This design comes from an exercise in tuning for small area and a short achievable clock period on the open sky130 flow, not from production work.
At most, simulation tests tie the RTL to the original design; equivalence was not proved.
For runs 2 to 4, only the layout was checked, not whether the RTL still works.

==> flow/design.v <==
module reciprocal_divider (
    input  clk,
    input  rst,
    input  [15:0] u,
    input  [15:0] v,
    output reg [15:0] q
);
    function [7:0] recip_lut;
        input [2:0] idx;
        begin
            case (idx)
                3'd0: recip_lut = 8'hFF;
                3'd1: recip_lut = 8'hE3;
                3'd2: recip_lut = 8'hCC;
                3'd3: recip_lut = 8'hBA;
                3'd4: recip_lut = 8'hAA;
                3'd5: recip_lut = 8'h9D;
                3'd6: recip_lut = 8'h92;
                default: recip_lut = 8'h88;
            endcase
        end
    endfunction
    reg [15:0] q_reg, u_reg, v_reg, r, v_shifted, temp;
    reg [4:0] n;
    reg [15:0] i, mul1, mul2, correction;
    function [4:0] clz16;
        input [15:0] x;
        integer j;
        reg found;
        begin
            clz16 = 16;
            found = 0;
            for (j = 15; j >= 0; j = j - 1) begin
                if (!found && x[j]) begin
                    clz16 = 15 - j;
                    found = 1;
                end
            end
            if (!found)
                clz16 = 16;   
        end
    endfunction
    function [15:0] MulHi_U16_U16;
        input [15:0] a, b;
        reg [31:0] product;
        begin
            product = a * b;
            MulHi_U16_U16 = product[31:16];
        end
    endfunction
    always @(posedge clk or posedge rst) begin
        if (rst) begin
            q <= 0;
        end else begin
            u_reg <= u;
            v_reg <= v;
            n = clz16(v);
            v_shifted = v << n;
            i = (v << n) >> 12;   
            r = {recip_lut(i[2:0]), 8'b00000000};   
            mul1 = MulHi_U16_U16(r, v_shifted);
            mul2 = MulHi_U16_U16(~mul1 + 1, r);
            r = mul2 << 1;
            mul1 = MulHi_U16_U16(r, v_shifted);
            mul2 = MulHi_U16_U16(~mul1 + 1, r);
            r = mul2 << 1;
            q_reg = MulHi_U16_U16(u, r);
            q_reg = q_reg >> (15 - n);
            if (q_reg > 0)
                q_reg = q_reg - 1;
            temp = u - q_reg * v;
            correction = 0;
            if (temp >= v) begin
                correction = correction + 1;
                temp = temp - v;
                if (temp >= v) begin
                    correction = correction + 1;
                    temp = temp - v;
                    if (temp >= v) begin
                        correction = correction + 1;
                    end
                end
            end
            q <= q_reg + correction;
        end
    end
endmodule
==> flow/run.sh <==
#!/bin/bash
# synth_recipe.tcl (not shown) runs the flow's synth.tcl, then flattens the netlist and writes it again
# the make line also repeats each setting of config.mk as NAME=value (left out here)
make -C /OpenROAD-flow-scripts/flow DESIGN_CONFIG=/design/flow/config.mk WORK_HOME=/design/flow/orfs CLKGATE_MAP_FILE= SYNTH_SCRIPT=/design/flow/synth_recipe.tcl finish
==> flow/config.mk <==
export PLATFORM = sky130hd
export DESIGN_NAME = reciprocal_divider
export DESIGN_NICKNAME = reciprocal_divider
export VERILOG_FILES = /design/flow/design.v
export SDC_FILE = /design/flow/constraint.sdc
export NUM_CORES = 4
export LEC_CHECK = 0
export CAP_MARGIN = 20
export CORE_MARGIN = 2
export CORE_UTILIZATION = 40
export SLEW_MARGIN = 20
==> flow/constraint.sdc <==
create_clock -name core_clock -period 55.0 [get_ports {clk}]
set_input_delay 11.0000 -clock core_clock [delete_from_list [all_inputs] [get_ports {clk}]]
set_output_delay 11.0000 -clock core_clock [all_outputs]
set_load 0.01 [all_outputs]
==> flow_summary_export.csv, run 1 <==
group,metric,value,unit
run_status,status,"no timing/DRC/antenna violations",
job,cap_violations,0,
global_route,antenna_found_initial,14,
critical_path,crit_buf_inv,34,
clock_tree,clock_path_buffers,2,
worst_hold_path,hold_class,"in -> async",
critical_path,critPathTopFamily,"adder cells",
route,routed_via_density,5.34,
place,post-dp-hpwl,103,mm
floorplan,initial_core_util,0.403,
global_route,grt_pass1_vias,34600,
clock_tree,clk_pin_slew_worst_paths,0.05,ns
critical_path,crit_required,55.16,ns
final_layout,multiInputGateArea,35400,um^2
timing,holdWs,11.13,ns
route,num_vias,33200,
final_layout,final_layout_size_suffix_gt1_frac,0.0943,
timing,fin_crit,52.91,ns
floorplan,die_x,319,um
yosys,ys_seq_area_frac,0.0101,
timing,final.period_utilization,0.962,
yosys,yosys_warnings,1,
yosys,synth_edf_count,0,
critical_path,arrival,53.07,ns
clock_tree,numCtsBuffers,3,
yosys,ys_types,112,
yosys,synth_flop_cell,"dfrtp_1",
route,antenna_left,0,
clock_tree,cts_sinks,16,
place,placement.io_buffers,49,
route,drt_iter0_markers,2298,
critical_path,start_kind,"input pin",
clock_tree,ctsHoldBuffers,0,
final_layout,area_growth,10.7,%
global_route,grt_max_degree,27,
yosys,syn-cell-area,39600,um^2
critical_path,crit_path_top_delay_cell,"fa_1",
timing,timing.fmax,0.0189,GHz
route,wl,123,mm
clock_tree,h-tree-depth,1,
final_layout,n_fill_cell,9874,
floorplan,fp.dieArea,102000,um^2
global_route,grt_pass1_wl,197,mm
final_layout,register_area,400,um^2
floorplan,die_h,319,um
final_layout,final_net_count,6220,
global_route,gr-usage-all-layers,0.246,
clock_tree,cts_root_buf,"clkbuf_16",
yosys,yosys_register_bits,16,
yosys,synthCells,4797,
floorplan,coreArea,98300,um^2
route,routedWlPerCell,19.8,um
timing,relSlewSlack,0.356,
critical_path,crit_fanout,15,
critical_path,critPathMaxStageDelay,0.56,ns
final_layout,largest_reg_flops,16,
timing,hold_violations,0,
route,first_pass_iters,8,
critical_path,cp_common_cell,"fa_1",
critical_path,path_class,"in -> reg",
global_route,gr-total-overflow,0,
yosys,synth.avg_cell_area,8.25,um^2
timing,drv_slew,0,
route,drc,0,
place,gp_congestion,0.970,
timing,tightest_slew,0.960,ns
critical_path,end_kind,"flop",
clock_tree,cts_tree,"yes",
floorplan,num_io_pins,50,
timing,setup_violations,0,
yosys,async_flop_share,1.00,
floorplan,num_rows,115,
timing,timing.setup.tns,0,ns
==> through the flow <==
| step | std cells | setup slack, ns | cell area [um^2] | util |
|---|---|---|---|---|
| 2_1_floorplan | 4798 | 0.239 | 39600 | - |
| 3_3_place_gp | 6172 | 0.0503 | 42700 | 0.435 |
| 3_5_place_dp | 6172 | -0.767 | 42800 | 0.435 |
| 4_1_cts | 6180 | 0.0242 | 42900 | 0.437 |
| 5_1_grt | 6223 | -0.224 | 43800 | 0.446 |
| 6_report | 6227 | 2.09 | 43800 | 0.446 |
==> final cells by class <==
class	instances	area share
Tap cell	1287	0.0367
Multi-Input combinational cell	3597	0.808
Antenna cell	9	0.000514
Inverter	1004	0.0860
Timing Repair Buffer	310	0.0574
Sequential cell	16	0.00913
Clock buffer	4	0.00203
==> worst paths after layout <==
path | endpoint | start | cells past startpoint | slack, ns
max in group asynchronous | q[0]$_DFF_PP0_ | rst | 2 | 43.48
min in group core_clock | q[11]$_DFF_PP0_ | v[8] | 6 | 11.87
worst min-delay path | q[2]$_DFF_PP0_ | rst | 2 | 11.13
worst max-delay path | q[15]$_DFF_PP0_ | v[3] | 196 | 2.09
==> placed cells by master, fill, tap and decap left out, types with 22 or more instances in the layout <==
cell type        netlist  layout
inv_1                998     996
fa_1                 799     799
nor2_1               543     537
nand2_1              525     519
ha_1                 455     452
buf_4                  2     248
and2_1               185     184
a21oi_1              157     132
xnor2_1              145     123
o21ai_0               90      80
xor2_1                70      68
nor3_1                60      55
a21o_1                47      47
nand2b_1              47      46
clkdlybuf4s50_1        0      44
o21bai_1              38      34
nor2b_1               33      32
nand3_1               33      32
or2_2                 29      29
a21oi_2                0      24
nand4_1               24      24
o21a_1                24      22
==> cell families (layout without fill, tap and decap cells) <==
group / Yosys count / in the layout / share of synthesized area
AND/OR/NAND/NOR: 1572 / 1572 / 0.183
adder cells (fa/ha/maj): 1254 / 1254 / 0.548
buffers and inverters: 1185 / 1318 / 0.113
AO/OA/AOI/OAI: 524 / 524 / 0.0893
XOR/XNOR: 218 / 218 / 0.0493
multiplexers: 27 / 27 / 0.00727
flip-flops: 16 / 16 / 0.0101
other: 1 / 11 / 0.0000947
==> cell usage after synthesis (all sizes together) (4+ instances only) <==
library cell,instances,share of area
inv,1001,0.095
fa,799,0.40
nor2,544,0.052
nand2,527,0.050
ha,455,0.14
and2,186,0.029
clkbuf,161,0.015
a21oi,157,0.020
xnor2,145,0.032
o21ai,98,0.012
xor2,70,0.015
nor3,62,0.0081
a21o,47,0.0089
nand2b,47,0.0074
o21bai,38,0.0072
nand3,33,0.0042
nor2b,33,0.0052
or2,31,0.0049
nand4,24,0.0038
o21a,24,0.0046
buf,20,0.0024
nor4,20,0.0051
a31oi,19,0.0030
mux2i,19,0.0049
a211oi,17,0.0036
dfrtp,16,0.010
and3,15,0.0024
o31ai,13,0.0029
or3,13,0.0022
a22oi,12,0.0023
o22ai,10,0.0019
a2111oi,8,0.0029
a2bb2oi,8,0.0019
mux2,8,0.0024
or4,8,0.0017
nand3b,7,0.0020
nor3b,7,0.0013
a21boi,6,0.0011
o211ai,6,0.0015
o2bb2ai,6,0.0013
o31a,6,0.0014
o41ai,6,0.0013
a221oi,5,0.0013
and4,5,0.0011
a41oi,4,0.00088
==> metal layers <==
metal / wire length (um) / track usage
met5: 15 / 0
met2: 58500 / 0.416
met1: 52600 / 0.333
met3: 8530 / 0.0285
met4: 3690 / 0.0655
==> timing repair <==
action,CTS,global route
pin swaps,2,44
resized for setup,9,133
setup endpoints to repair,13,16
setup buffers,4,38
==> run 2, diff against run 1 <==
==> flow/design.v (replaced) <==
module reciprocal_divider (
    input  clk,
    input  rst,
    input  [15:0] u,
    input  [15:0] v,
    output reg [15:0] q
);
    wire [16:0] hz;
    assign hz[16] = 1'b1;
    genvar k;
    generate
        for (k = 15; k >= 0; k = k - 1) begin : g_hz
            assign hz[k] = hz[k+1] & ~v[k];
        end
    endgenerate
    wire [15:0] rem [0:16];
    wire [15:0] qr;
    assign rem[16] = 16'd0;
    genvar j, b;
    generate
        for (j = 15; j >= 0; j = j - 1) begin : g_row
            localparam W = 16 - j;
            wire [W-1:0] p;
            wire [W:0]   br;
            wire [W-1:0] d;
            if (W > 1) begin : g_p
                assign p = {rem[j+1][W-2:0], u[j]};
            end else begin : g_p1
                assign p = u[j];
            end
            assign br[0] = 1'b0;
            for (b = 0; b < W; b = b + 1) begin : g_bit
                assign d[b]    = p[b] ^ v[b] ^ br[b];
                assign br[b+1] = (~p[b] & v[b]) | (~(p[b] ^ v[b]) & br[b]);
            end
            assign qr[j] = ~br[W] & hz[W];
            if (j > 0) begin : g_r
                assign rem[j] = {{(16-W){1'b0}}, (qr[j] ? d : p)};
            end
        end
    endgenerate
    assign rem[0] = 16'd0;
    wire vz = hz[0];
    always @(posedge clk or posedge rst) begin
        if (rst)
            q <= 16'd0;
        else
            q <= {qr[15:2] & {14{~vz}}, qr[1:0]};
    end
endmodule
==> run 2 against run 1 <==
Against the previous run: now fails the layout checks on negative setup slack; setup slack worse by 2.8 ns; critical path depth fell by 19; core utilization up 15 points; wire length decreased by 86%; cell count is 83% lower; fmax down 5.0%; hold slack got worse by 0.025 ns; synthesized area fell by 86%; sequential share of layout area up 3.9 points; critical endpoint is now q[0]$_DFF_PP0_.
==> flow_summary_export.csv, run 2 <==
group,metric,value,unit
critical_path,critPathMaxStageDelay,0.59,ns
yosys,async_flop_share,1.00,
final_layout,final_net_count,1024,
clock_tree,cts_tree,"yes",
critical_path,end_kind,"flop",
timing,tightest_slew,0.673,ns
yosys,ys_types,60,
yosys,synth.avg_cell_area,8.44,um^2
timing,timing.fmax,0.0180,GHz
critical_path,start_kind,"input pin",
route,drt_iter0_markers,259,
timing,rsz0062_at_grt,"yes",
timing,layout_setup_ws,-0.678,ns
clock_tree,clk_pin_slew_worst_paths,0.05,ns
yosys,post-synth-top-count-cell,"fa_1",
global_route,antenna_found_initial,0,
timing,fin_crit,55.68,ns
yosys,synthAdderAreaFrac,0.430,
timing,holdWs,11.10,ns
route,wl,17.9,mm
critical_path,crit_required,55.14,ns
yosys,yosys_register_bits,16,
timing,hold_violations,0,
critical_path,cp_common_cell,"fa_2",
yosys,synthCells,680,
clock_tree,numCtsBuffers,3,
clock_tree,h-tree-depth,1,
timing,drv_slew,0,
final_layout,layout_commonest_cell,"buf_4",
route,drc,0,
global_route,grt_max_degree,26,
run_status,violations,"negative setup slack",
clock_tree,clock_path_buffers,2,
timing,final.period_utilization,1.01,
yosys,ys_seq_area_frac,0.0698,
yosys,synth_compound_area_frac,0.162,
run_status,status,"complete, but fails checks",
yosys,synth_flop_cell,"dfrtp_1",
route,routed_via_density,5.49,
timing,setup_violations,1,
floorplan,fp.dieArea,15300,um^2
route,antenna_left,0,
global_route,gr-usage-all-layers,0.248,
route,num_vias,5682,
yosys,synthMuxAreaShare,0.0602,
yosys,yosys_warnings,1,
place,gp_congestion,0.904,
critical_path,crit_start,"v[5]",
global_route,grt_pass1_vias,5938,
critical_path,arrival,55.82,ns
yosys,synth-simple-area-share,0.199,
floorplan,die_h,124,um
final_layout,mostFrequentLayoutCells,"buf_4 (146), fa_2 (104), nor2_1 (77)",
job,cap_violations,0,
route,routedWlPerCell,17.3,um
final_layout,n_fill_cell,1200,
yosys,synth_xor_area_frac,0,
route,first_pass_iters,5,
yosys,synth_top_family_by_area,"adder cells",
clock_tree,ctsHoldBuffers,0,
floorplan,initial_core_util,0.412,
worst_hold_path,hold_class,"in -> async",
floorplan,num_io_pins,50,
critical_path,crit_path_top_delay_cell,"or4_4",
final_layout,final_layout_size_suffix_gt1_frac,0.418,
yosys,synth_edf_count,0,
critical_path,path_class,"in -> reg",
place,placement.io_buffers,49,
yosys,synth_area_leaders,"fa_1 (37%), dfrtp_1 (7.0%), ha_1 (6.3%)",
floorplan,die_x,124,um
critical_path,crit_fanout,11,
yosys,synth_top_cell_by_area,"fa_1",
timing,timing.setup.tns,-0.678,ns
yosys,synth_common_cells,"fa_1 (105), inv_1 (91), nor2_1 (78), nand2_1 (66), o21ai_0 (40)",
floorplan,num_rows,43,
global_route,grt_pass1_wl,29.6,mm
final_layout,area_growth,44.0,%
final_layout,finish.utilization,0.593,
yosys,synth_top_area_frac,0.366,
timing,relSlewSlack,0.548,
place,post-dp-hpwl,14.9,mm
final_layout,largest_reg_flops,16,
final_layout,reg_top3,"q: 16 flops",
yosys,syn-cell-area,5740,um^2
final_layout,n_antenna_cell,0,
final_layout,top_register,"q",
global_route,gr-total-overflow,0,
clock_tree,cts_sinks,16,
clock_tree,cts_root_buf,"clkbuf_16",
floorplan,coreArea,13900,um^2
[run 2: changes by cell type after synthesis, moves of 179 or more]
cell / delta
ha_1: -426
nand2_1: -459
nor2_1: -465
and2_1: -179
inv_1: -907
fa_1: -694
[run 2: worst max-delay path by stage]
stage / endpoint / slack (ns) / cells after the start
finish: q[0]$_DFF_PP0_ / -0.68 / 177
global route: q[0]$_DFF_PP0_ / -2.20 / 181
CTS: q[0]$_DFF_PP0_ / -0.88 / 176
detailed placement: q[0]$_DFF_PP0_ / -1.95 / 177
global placement: q[0]$_DFF_PP0_ / -1.18 / 179
floorplan: q[0]$_DFF_PP0_ / -0.63 / 182
[run 2: final cells by class]
cell class              count  area (um^2)  area share
multi-input cells         547         5590       0.677
repair buffers            197         1610       0.195
flip-flops and latches     16          400      0.0485
inverters                  91          344      0.0416
well taps                 180          225      0.0273
clock buffers               4         88.8      0.0108
[run 2: timing repair]
action / 4_1_cts / 5_1_grt
buffers inserted: 8 / 3
setup endpoints to repair: 1 / 2
cloned: 0 / 0
gates resized for setup: 30 / 55
pin swaps: 32 / 58
[run 2: cell families after synthesis]
logic type               count (synthesis)
flip-flops                              16
adder cells (fa/ha/maj)                134
multiplexers                            31
AO/OA/AOI/OAI                          146
buffers and inverters                  117
AND/OR/NAND/NOR                        236
[run 2: worst max-delay path: cells and delay by family]
family,cells,cell delay [ns]
compound gates,18,3.16
simple gates,24,5.02
fa+ha+maj,105,33.60
buf+inv,27,2.03
mux,3,0.95
[run 2: per-stage QoR]
stage	instances	area, um^2	setup WS [ns]
CTS	1032	8060	-0.882
floorplan	680	6250	-0.634
global placement	1021	7810	-1.18
global route	1035	8260	-2.20
finish	1035	8260	-0.678
detailed placement	1021	7810	-1.95
[run 2: routing by layer]
| layer | track usage | routed length, um | up-vias |
|---|---|---|---|
| li1 | - | - | 2661 |
| met1 | 0.334 | 7770 | 2865 |
| met2 | 0.431 | 9000 | 133 |
| met3 | 0.0266 | 870 | 23 |
| met4 | 0.0540 | 231 | 0 |
| met5 | 0 | 0 | - |
==> run 3, diff against run 2 <==
--- a/flow/design.v
+++ b/flow/design.v
@@ -16,26 +16,21 @@
     wire [15:0] rem [0:16];
     wire [15:0] qr;
     assign rem[16] = 16'd0;
-    genvar j, b;
+    genvar j;
     generate
         for (j = 15; j >= 0; j = j - 1) begin : g_row
             localparam W = 16 - j;
             wire [W-1:0] p;
-            wire [W:0]   br;
-            wire [W-1:0] d;
+            wire [W:0]   d;
             if (W > 1) begin : g_p
                 assign p = {rem[j+1][W-2:0], u[j]};
             end else begin : g_p1
                 assign p = u[j];
             end
-            assign br[0] = 1'b0;
-            for (b = 0; b < W; b = b + 1) begin : g_bit
-                assign d[b]    = p[b] ^ v[b] ^ br[b];
-                assign br[b+1] = (~p[b] & v[b]) | (~(p[b] ^ v[b]) & br[b]);
-            end
-            assign qr[j] = ~br[W] & hz[W];
+            assign d = {1'b0, p} - {1'b0, v[W-1:0]};
+            assign qr[j] = ~d[W] & hz[W];
             if (j > 0) begin : g_r
-                assign rem[j] = {{(16-W){1'b0}}, (qr[j] ? d : p)};
+                assign rem[j] = {{(16-W){1'b0}}, (qr[j] ? d[W-1:0] : p)};
             end
         end
     endgenerate
==> run 3 against run 2 <==
Against the previous run: now clean on timing, DRC and antenna; via count grew 49%; synthesized cell count grew 59%; sequential share of layout area shrank 0.32 points; first-iteration DRC count grew to 2.5 times the previous value; hold slack gained 0.045 ns; global-route usage grew 0.30 points; non-clock buffer count shrank 137; highest routed layer unchanged.
==> flow_summary_export.csv, run 3 <==
group,metric,value,unit
final_layout,largest_reg_flops,16,
clock_tree,cts_root_buf,"clkbuf_16",
yosys,synth_area_leaders,"ha_1 (21%), nor2_1 (5.2%), dfrtp_1 (5.1%)",
final_layout,layout_commonest_cell,"ha_1",
critical_path,start_kind,"input pin",
place,placement.io_buffers,49,
final_layout,n_antenna_cell,0,
critical_path,arrival,42.72,ns
timing,drv_slew,0,
final_layout,multiInputGateArea,7180,um^2
yosys,ys_seq_area_frac,0.0506,
yosys,ys_types,75,
global_route,antenna_found_initial,0,
yosys,yosys_warnings,1,
timing,setup_violations,0,
timing,layout_setup_ws,12.40,ns
timing,timing.setup.tns,0,ns
timing,hold_violations,0,
route,num_vias,8441,
critical_path,crit_required,55.12,ns
final_layout,final_area,8850,um^2
clock_tree,cts_sinks,16,
floorplan,num_io_pins,50,
final_layout,mostFrequentLayoutCells,"ha_1 (134), nor2_1 (110), o21ai_0 (75), a21oi_1 (75), inv_1 (73)",
worst_hold_path,hold_class,"in -> async",
route,drt_iter0_markers,659,
floorplan,initial_core_util,0.407,
final_layout,n_fill_cell,1968,
place,post-dp-hpwl,21.4,mm
clock_tree,cts_tree,"yes",
place,place_area,8760,um^2
clock_tree,cts_setup_buffers,0,
place,gp_congestion,0.954,
critical_path,cp_common_cell,"ha_1",
clock_tree,clk_pin_slew_worst_paths,0.06,ns
floorplan,num_rows,51,
final_layout,reg_top3,"q: 16 flops",
yosys,syn-cell-area,7920,um^2
critical_path,critPathMaxStageDelay,0.78,ns
clock_tree,post_cts_resized,0,
route,antenna_left,0,
floorplan,fp.dieArea,20900,um^2
clock_tree,numCtsBuffers,3,
final_layout,top_register,"q",
final_layout,final_layout_size_suffix_gt1_frac,0.0643,
timing,relSlewSlack,0.386,
yosys,async_flop_share,1.00,
timing,timing.fmax,0.0235,GHz
yosys,synthCells,1078,
global_route,grt_pass1_wl,41.5,mm
job,cap_violations,0,
place,dp_slack,12.99,ns
global_route,grt_pass1_vias,7806,
route,wl,26.4,mm
critical_path,path_class,"in -> reg",
final_layout,finish.utilization,0.455,
clock_tree,clock_path_buffers,2,
clock_tree,ctsHoldBuffers,0,
critical_path,crit_fanout,21,
run_status,status,"no timing/DRC/antenna violations",
timing,final.period_utilization,0.775,
global_route,grt_max_degree,25,
yosys,synth_top_area_frac,0.212,
timing,fin_crit,42.60,ns
timing,tightest_slew,0.914,ns
route,drc,0,
clock_tree,h-tree-depth,1,
yosys,synth.avg_cell_area,7.35,um^2
route,routedWlPerCell,19.1,um
global_route,gr-usage-all-layers,0.251,
floorplan,coreArea,19500,um^2
critical_path,crit_path_top_delay_cell,"nor3_1",
floorplan,die_x,145,um
yosys,synth_flop_cell,"dfrtp_1",
timing,rsz0062_at_grt,"no",
yosys,synth_common_cells,"ha_1 (134), nor2_1 (110), a21oi_1 (75), o21ai_0 (75), inv_1 (73)",
route,routed_via_density,6.10,
floorplan,die_h,145,um
global_route,gr-total-overflow,0,
final_layout,area_growth,11.7,%
yosys,post-synth-top-count-cell,"ha_1",
yosys,yosys_register_bits,16,
critical_path,end_kind,"flop",
final_layout,final_net_count,1302,
yosys,synth_edf_count,0,
yosys,synth_top_cell_by_area,"ha_1",
route,first_pass_iters,6,
critical_path,crit_start,"v[11]",
final_layout,register_area,400,um^2
-- run 3: cell type report --
| type | instances | share of cell area |
|---|---|---|
| multi-input cells | 965 | 0.811 |
| repair buffers | 60 | 0.0648 |
| flip-flops and latches | 16 | 0.0452 |
| well taps | 265 | 0.0375 |
| inverters | 74 | 0.0314 |
| clock buffers | 4 | 0.0100 |
-- run 3: worst max-delay path by stage --
stage                     cells past startpoint              to  slack (ns)
after CTS                                   111  q[0]$_DFF_PP0_       13.12
after global placement                      109  q[0]$_DFF_PP0_       13.52
final                                       110  q[0]$_DFF_PP0_       12.40
after floorplan                             118  q[0]$_DFF_PP0_       18.04
after global routing                        111  q[0]$_DFF_PP0_       10.35
after detailed placement                    111  q[0]$_DFF_PP0_       12.99
-- run 3: metrics by stage --
step | hold WS [ns] | std cells
finish | 11.15 | 1384
global route | 11.24 | 1384
CTS | 11.18 | 1384
detailed placement | 11.44 | 1380
global placement | 11.44 | 1380
floorplan | 10.91 | 1078
-- run 3: logic make-up (layout without fill, tap and decap cells) --
| kind of cell | after synthesis | count (layout) | share of synthesized area |
|---|---|---|---|
| xor+xnor | 55 | 55 | 0.0608 |
| buf+inv | 97 | 138 | 0.0468 |
| mux | 41 | 41 | 0.0564 |
| simple gates | 351 | 351 | 0.216 |
| compound gates | 370 | 370 | 0.322 |
| fa+ha+maj | 148 | 148 | 0.247 |
| flops | 16 | 16 | 0.0506 |
-- run 3: worst max-delay path: cells and delay by family --
family | cells | cell delay (ns)
buffers and inverters | 8 | 1.30
multiplexers | 1 | 0.44
adder cells (fa/ha/maj) | 15 | 4.78
AO/OA/AOI/OAI | 52 | 15.88
AND/OR/NAND/NOR | 34 | 9.26
-- run 3: metal layers --
layer / wire, um / vias to the layer above / track usage
met1: 12200 / 3954 / 0.359
li1: - / 4153 / -
met4: 465 / 0 / 0.0470
met3: 1720 / 38 / 0.0141
met5: 0 / - / 0
met2: 12000 / 296 / 0.421
==> run 4, diff against run 3 <==
--- a/flow/config.mk
+++ b/flow/config.mk
@@ -5,6 +5,7 @@
 export SDC_FILE = /design/flow/constraint.sdc
 export NUM_CORES = 4
 export LEC_CHECK = 0
+export ABC_AREA = 1
 export CAP_MARGIN = 20
 export CORE_MARGIN = 2
 export CORE_UTILIZATION = 40
==> run 4 against run 3 <==
Against the previous run: sequential share of layout area grew 0.66 points; synthesized cell count is 4.5% lower; non-clock buffer count is 5 lower; count of clock-buffer cells in the layout stayed put; sequential cell count is the same; largest cell class unchanged; wire length down 38%; cell area shrank 13%; critical path depth increased by 79; global-route usage is 6.4 points lower.
==> flow_summary_export.csv, run 4 <==
group,metric,value,unit
clock_tree,numCtsBuffers,3,
global_route,antenna_found_initial,0,
floorplan,coreArea,17100,um^2
timing,setup_violations,0,
yosys,synth.avg_cell_area,6.70,um^2
global_route,gr-usage-all-layers,0.187,
critical_path,arrival,41.74,ns
critical_path,crit_required,55.12,ns
yosys,post-synth-top-count-cell,"nand2_1",
clock_tree,clk_pin_slew_worst_paths,0.06,ns
clock_tree,post_cts_resized,0,
critical_path,crit_path_top_delay_cell,"o21ai_0",
timing,timing.setup.tns,0,ns
global_route,gr-total-overflow,0,
route,antenna_left,0,
route,num_vias,6371,
job,cap_violations,0,
floorplan,initial_core_util,0.405,
route,wl,16.5,mm
floorplan,fp.dieArea,18300,um^2
final_layout,n_antenna_cell,0,
clock_tree,cts_tree,"yes",
final_layout,layout_commonest_cell,"nand2_1",
critical_path,end_kind,"flop",
yosys,yosys_register_bits,16,
final_layout,final_net_count,1257,
timing,tightest_slew,0.809,ns
yosys,ys_types,40,
yosys,ys_seq_area_frac,0.0580,
place,placement.io_buffers,49,
critical_path,crit_fanout,22,
route,first_pass_iters,4,
critical_path,critPathMaxStageDelay,0.56,ns
yosys,async_flop_share,1.00,
yosys,synth_flop_cell,"dfrtp_1",
floorplan,num_io_pins,50,
critical_path,path_class,"in -> reg",
final_layout,top_register,"q",
timing,hold_violations,0,
yosys,yosys_warnings,1,
yosys,syn-cell-area,6900,um^2
global_route,grt_max_degree,23,
timing,timing.fmax,0.0240,GHz
global_route,grt_pass1_vias,6032,
yosys,synth_common_cells,"nand2_1 (221), inv_1 (158), ha_1 (134), a21oi_1 (93), nand3_1 (59)",
floorplan,die_h,135,um
final_layout,reg_top3,"q: 16 flops",
clock_tree,ctsHoldBuffers,0,
route,routed_via_density,4.90,
yosys,synth_top_cell_by_area,"ha_1",
route,drt_iter0_markers,229,
final_layout,largest_reg_flops,16,
timing,drv_slew,0,
global_route,grt_pass1_wl,28.2,mm
final_layout,area_growth,11.8,%
route,routedWlPerCell,12.7,um
worst_hold_path,hold_class,"in -> async",
clock_tree,cts_sinks,16,
final_layout,mostFrequentLayoutCells,"nand2_1 (221), inv_1 (158), ha_1 (134)",
yosys,synth_edf_count,0,
yosys,synth_top_area_frac,0.243,
final_layout,final_layout_size_suffix_gt1_frac,0.0940,
run_status,status,"no timing/DRC/antenna violations",
clock_tree,cts_setup_buffers,0,
clock_tree,h-tree-depth,1,
clock_tree,clock_path_buffers,2,
clock_tree,cts_root_buf,"clkbuf_16",
timing,rsz0062_at_grt,"no",
critical_path,start_kind,"input pin",
floorplan,die_x,135,um
timing,final.period_utilization,0.757,
critical_path,cp_common_cell,"a21oi_1",
yosys,synth_area_leaders,"ha_1 (24%), nand2_1 (12%), inv_1 (8.6%)",
place,post-dp-hpwl,13.8,mm
timing,relSlewSlack,0.460,
route,drc,0,
final_layout,finish.utilization,0.452,
place,gp_congestion,0.861,
timing,fin_crit,41.62,ns
floorplan,num_rows,48,
yosys,synthCells,1030,
## run 4: kinds of logic (layout without fill, tap and decap cells)
group | Yosys count | count (layout) | synth area share
AND/OR/NAND/NOR | 381 | 381 | 0.256
XOR/XNOR | 72 | 72 | 0.0914
buffers and inverters | 176 | 220 | 0.101
adder cells (fa/ha/maj) | 148 | 148 | 0.284
flip-flops | 16 | 16 | 0.0580
AO/OA/AOI/OAI | 237 | 237 | 0.210
## run 4: metal layers
metal  vias up  share of wire  global-route usage
li1       3510              -                   -
met1      2782           0.51               0.258
met2        66           0.46               0.324
met3        13          0.019              0.0123
met4         0          0.014              0.0330
met5         -              0                   0
## run 4: worst paths after layout
check	cells after the start	end	startpoint	slack [ns]
max	189	q[0]$_DFF_PP0_	v[11]	13.38
min	2	q[11]$_DFF_PP0_	rst	11.15
max in group asynchronous	2	q[15]$_DFF_PP0_	rst	43.41
min in group core_clock	4	q[14]$_DFF_PP0_	v[2]	11.50
## run 4: area by class of cell
class                      instances  area, um^2
clock buffer                       4        88.8
timing repair buffer              55         536
tap                              225         282
inverter                         161         604
fill                            1805        9340
sequential                        16         400
multi-input combinational        838        5810
## run 4: through the flow
stage	cells	hold slack, ns	instance area, um^2	setup slack [ns]
after global placement	1295	11.44	7630	13.77
after floorplan	1030	10.91	6900	19.14
after detailed placement	1295	11.46	7630	13.17
after global routing	1299	11.22	7720	9.76
after CTS	1299	11.19	7720	13.28
final	1299	11.15	7720	13.38
## run 4: worst max-delay path: cells and delay by family
family                     cells  cell delay, ns
AOI/OAI and AO/OA             90           13.90
and+or+nand+nor               62            8.74
adders and majority gates     15            5.18
buffers and inverters         22            2.79

==> what the ideal ports hide <==
Ports are ideal in the flow. The routed layouts listed here were re-timed in OpenROAD. Step 1 assumes that a clkbuf_16 drives the clock port and a buf_2 every other input. Step 2 moves the port delays by t, midway between the first and last clock arrival at a register: inputs arrive t later, outputs are due t later. That takes back most of the time a late clock gives input paths. a / b / c = ideal / step 1 / step 2; a / b = the first two.
| run | t (ns) | setup slack, ns | worst setup path after step 2 | worst slew at a driven data input, ns | pins driven straight from the clock port |
|---|---|---|---|---|---|
| run 1 | 0.274 | 2.091 / 2.076 / 1.802 | input to register | 0.15 | 1 |
| run 2 | 0.273 | -0.678 / -0.671 / -0.944 | input to register | 0.04 | 1 |
| run 3 | 0.283 | 12.397 / 12.408 / 12.125 | input to register | 0.04 | 1 |
| run 4 | 0.287 | 13.377 / 13.391 / 13.104 | input to register | 0.05 | 1 |
The setup slack of run 1, which loses most, moves by -0.015 ns with the drivers and by -0.289 ns with both steps.
